From an optimization exercise on the open Yosys and OpenROAD flow, aimed at small area, a short achievable clock period and few clock cycles; shortcuts taken in it are not production practice.
Function was checked by simulation only, so behaviour that the tests miss may differ from the original.

// rs_decoder
module rs_decoder(
      input clk,
      input rst_n,
      input din_val,
      input din_sop,
      input din_eop,
      input [7:0] din,
      output [7:0] el1,
      output [7:0] el2,
      output [7:0] el3,
      output [7:0] el4,
      output [7:0] ev1,
      output [7:0] ev2,
      output [7:0] ev3,
      output [7:0] ev4,
      output [2:0] error_num,
      output dec_done,
      output dec_fail,
      output busy
      );
clock: 11.0 ns
lec_check: 0
abc_area: 1
cap_margin: 20
core_margin: 2
core_utilization: 35
place_density: 0.5
slew_margin: 20
standard.sh (not shown) runs the stock make flow with config.mk's settings and CLKGATE_MAP_FILE= SYNTH_SCRIPT=/design/flow/synth_recipe.tcl, a recipe that flattens the netlist after the stock synthesis.
==> flow/flow/run.sh <==
#!/bin/bash
set -euo pipefail
extra=""
while IFS= read -r line; do
  [[ -z "$line" ]] && continue
  extra+="$(printf '%q' "$line") "
done < flow/knobs.txt
awk -v extra="$extra" '{ i = index($0, "\"${@:-finish}\""); if (i > 0) $0 = substr($0, 1, i - 1) extra substr($0, i); print }' standard.sh > standard_knobs.sh
grep -q "SETUP_SLACK_MARGIN" standard_knobs.sh
bash standard_knobs.sh > flow_make.log 2>&1
==> flow/flow/knobs.txt <==
SETUP_SLACK_MARGIN=7
BUFFER_PORTS_ARGS=-buffer_cell sky130_fd_sc_hd__buf_4
The baseline went through all stages and came out clean.
Testbench counts at the start, summed over its fixed seeds: cycles 126,409.
Edit:
==> flow/flow/knobs.txt (replaced) <==
SETUP_SLACK_MARGIN=7.25
BUFFER_PORTS_ARGS=-buffer_cell sky130_fd_sc_hd__buf_4
CORE_UTILIZATION = 40   (was 35)
PLACE_DENSITY = 0.6   (was 0.5)
Outcome: Routed wire length came out lower by 2.5%. Fmax came out higher by 4.1%. Synthesized area is unchanged.
Edit:
==> flow/flow/knobs.txt (replaced) <==
SETUP_SLACK_MARGIN=7
BUFFER_PORTS_ARGS=-buffer_cell sky130_fd_sc_hd__buf_4
ABC_AREA = not set   (was 1)
Outcome:
- The new run completed without violations
- utilization is about the same
- sequential share of layout area is higher by 1.3 points
- synthesized area shrinks by 5.3%
- wire length drops by 11%
- global-route usage went down by 1.3 points
- design area went down by 5.8%
- setup slack gets worse by 430 ps
- non-clock buffer count goes up by 16
- count of clock-buffer cells in the layout falls by 16
- register-to-register slack is worse by 430 ps


Starting RTL as in the previous note.
export LEC_CHECK = 0
export ABC_AREA = 1
export CAP_MARGIN = 20
export CORE_MARGIN = 2
export CORE_UTILIZATION = 35
export PLACE_DENSITY = 0.5
export SLEW_MARGIN = 20
export TNS_END_PERCENT = 20
create_clock -name core_clock -period 11.0 [get_ports {clk}]
==> flow/flow/knobs.txt <==
SETUP_SLACK_MARGIN=7
BUFFER_PORTS_ARGS=-buffer_cell sky130_fd_sc_hd__buf_4
Scripts as last shown in full above: flow/flow/run.sh
The first run finished clean.
Testbench counts at the start, summed over its fixed seeds: cycles 126,409.
Next try:
CORE_UTILIZATION = 40   (was 35)
PLACE_DENSITY = 0.6   (was 0.5)
TNS_END_PERCENT = default   (was 20)
Result: The new run ran to the end with no violations; via count goes up by 1.8%; worst setup slack gets better by 0.12 ns; final area barely changes; utilization goes up by 5.6 points.
Next try:
TNS_END_PERCENT = 20   (was default)
The new run went through all stages and came out clean. Design area fell slightly. Via count is about the same. Core utilization drops by 0.31 points. Global-route usage barely changes. Clock-buffer cell count does not change. First-iteration DRC count rose slightly. Cell count is about the same.


## the previous run
rs_decoder again, from the RTL that the note above started with.
Settings: LEC_CHECK=0, ABC_AREA=1, CAP_MARGIN=20, CORE_MARGIN=2, CORE_UTILIZATION=40, PLACE_DENSITY=0.6, SLEW_MARGIN=20; clock period 11.0 ns.
==> flow/flow/knobs.txt <==
SETUP_SLACK_MARGIN=6.75
BUFFER_PORTS_ARGS=-buffer_cell sky130_fd_sc_hd__buf_4
Scripts as last shown in full above: flow/flow/run.sh
The previous run | status: complete | timing, DRC, antenna: pass
Testbench counts of the previous run, summed over its fixed seeds: cycles 126,409.
> inputs changed (the previous run -> the current run)
==> flow/flow/knobs.txt <==
SETUP_SLACK_MARGIN=7.1
BUFFER_PORTS_ARGS=-buffer_cell sky130_fd_sc_hd__buf_4
-- flow/config.mk --
<<< the previous run, line 14
>>> the current run, line 14
export TNS_END_PERCENT = 20
Notes after the runs:
- Global-route wire length before repair is higher on the current run
- Looking at master of the slowest instance on the critical path, the sky130_fd_sc_hd__edfxtp_1 result is from the previous run; the sky130_fd_sc_hd__dfrtp_1 one comes from the current run.
- The current run has more setup slack than the previous run.

==> what the ideal ports hide <==
No port has a modelled driver above. Below, the same layouts with a new extraction and two added sets of constraints.
Step 1, drivers: a clkbuf_16 drives clk and a buf_2 each remaining input, both assumed.
Step 2 moves the port delays by t, midway between the first and last clock arrival at a register: inputs arrive t later, outputs are due t later. That takes back most of the time a late clock gives input paths.
Three values: ideal ports, drivers, drivers and shift; two values: the first two.
| run | shift t [ns] | setup WS [ns] | latest minus earliest clock arrival (ns) | worst register clock-pin slew, ns | worst slew at a driven data input, ns |
|---|---|---|---|---|---|
| the first run of note 1 | 0.621 | 7.061 / 7.061 / 6.783 | 0.038 / 0.037 | 0.07 / 0.07 | 0.04 |
| the second run of note 1 | 0.666 | 7.215 / 7.215 / 6.946 | 0.051 / 0.051 | 0.07 / 0.07 | 0.04 |
| the third run of note 1 | 0.665 | 6.786 / 6.786 / 6.786 | 0.067 / 0.067 | 0.08 / 0.08 | 0.05 |
| the first run of note 2 | 0.623 | 6.922 / 6.922 / 6.785 | 0.043 / 0.042 | 0.07 / 0.07 | 0.04 |
| the second run of note 2 | 0.675 | 7.046 / 7.019 / 6.909 | 0.065 / 0.065 | 0.07 / 0.07 | 0.04 |
| the third run of note 2 | 0.674 | 7.053 / 7.024 / 6.917 | 0.057 / 0.057 | 0.07 / 0.07 | 0.04 |
| the previous run | 0.669 | 6.782 / 6.782 / 6.782 | 0.051 / 0.051 | 0.07 / 0.07 | 0.04 |
| the current run | 0.670 | 6.995 / 6.995 / 6.910 | 0.048 / 0.048 | 0.07 / 0.07 | 0.04 |
After both steps every run listed still meets setup and hold. For the first run of note 1, which loses most, drivers alone change the setup slack by 0.000 ns; drivers and shift together by -0.278 ns.
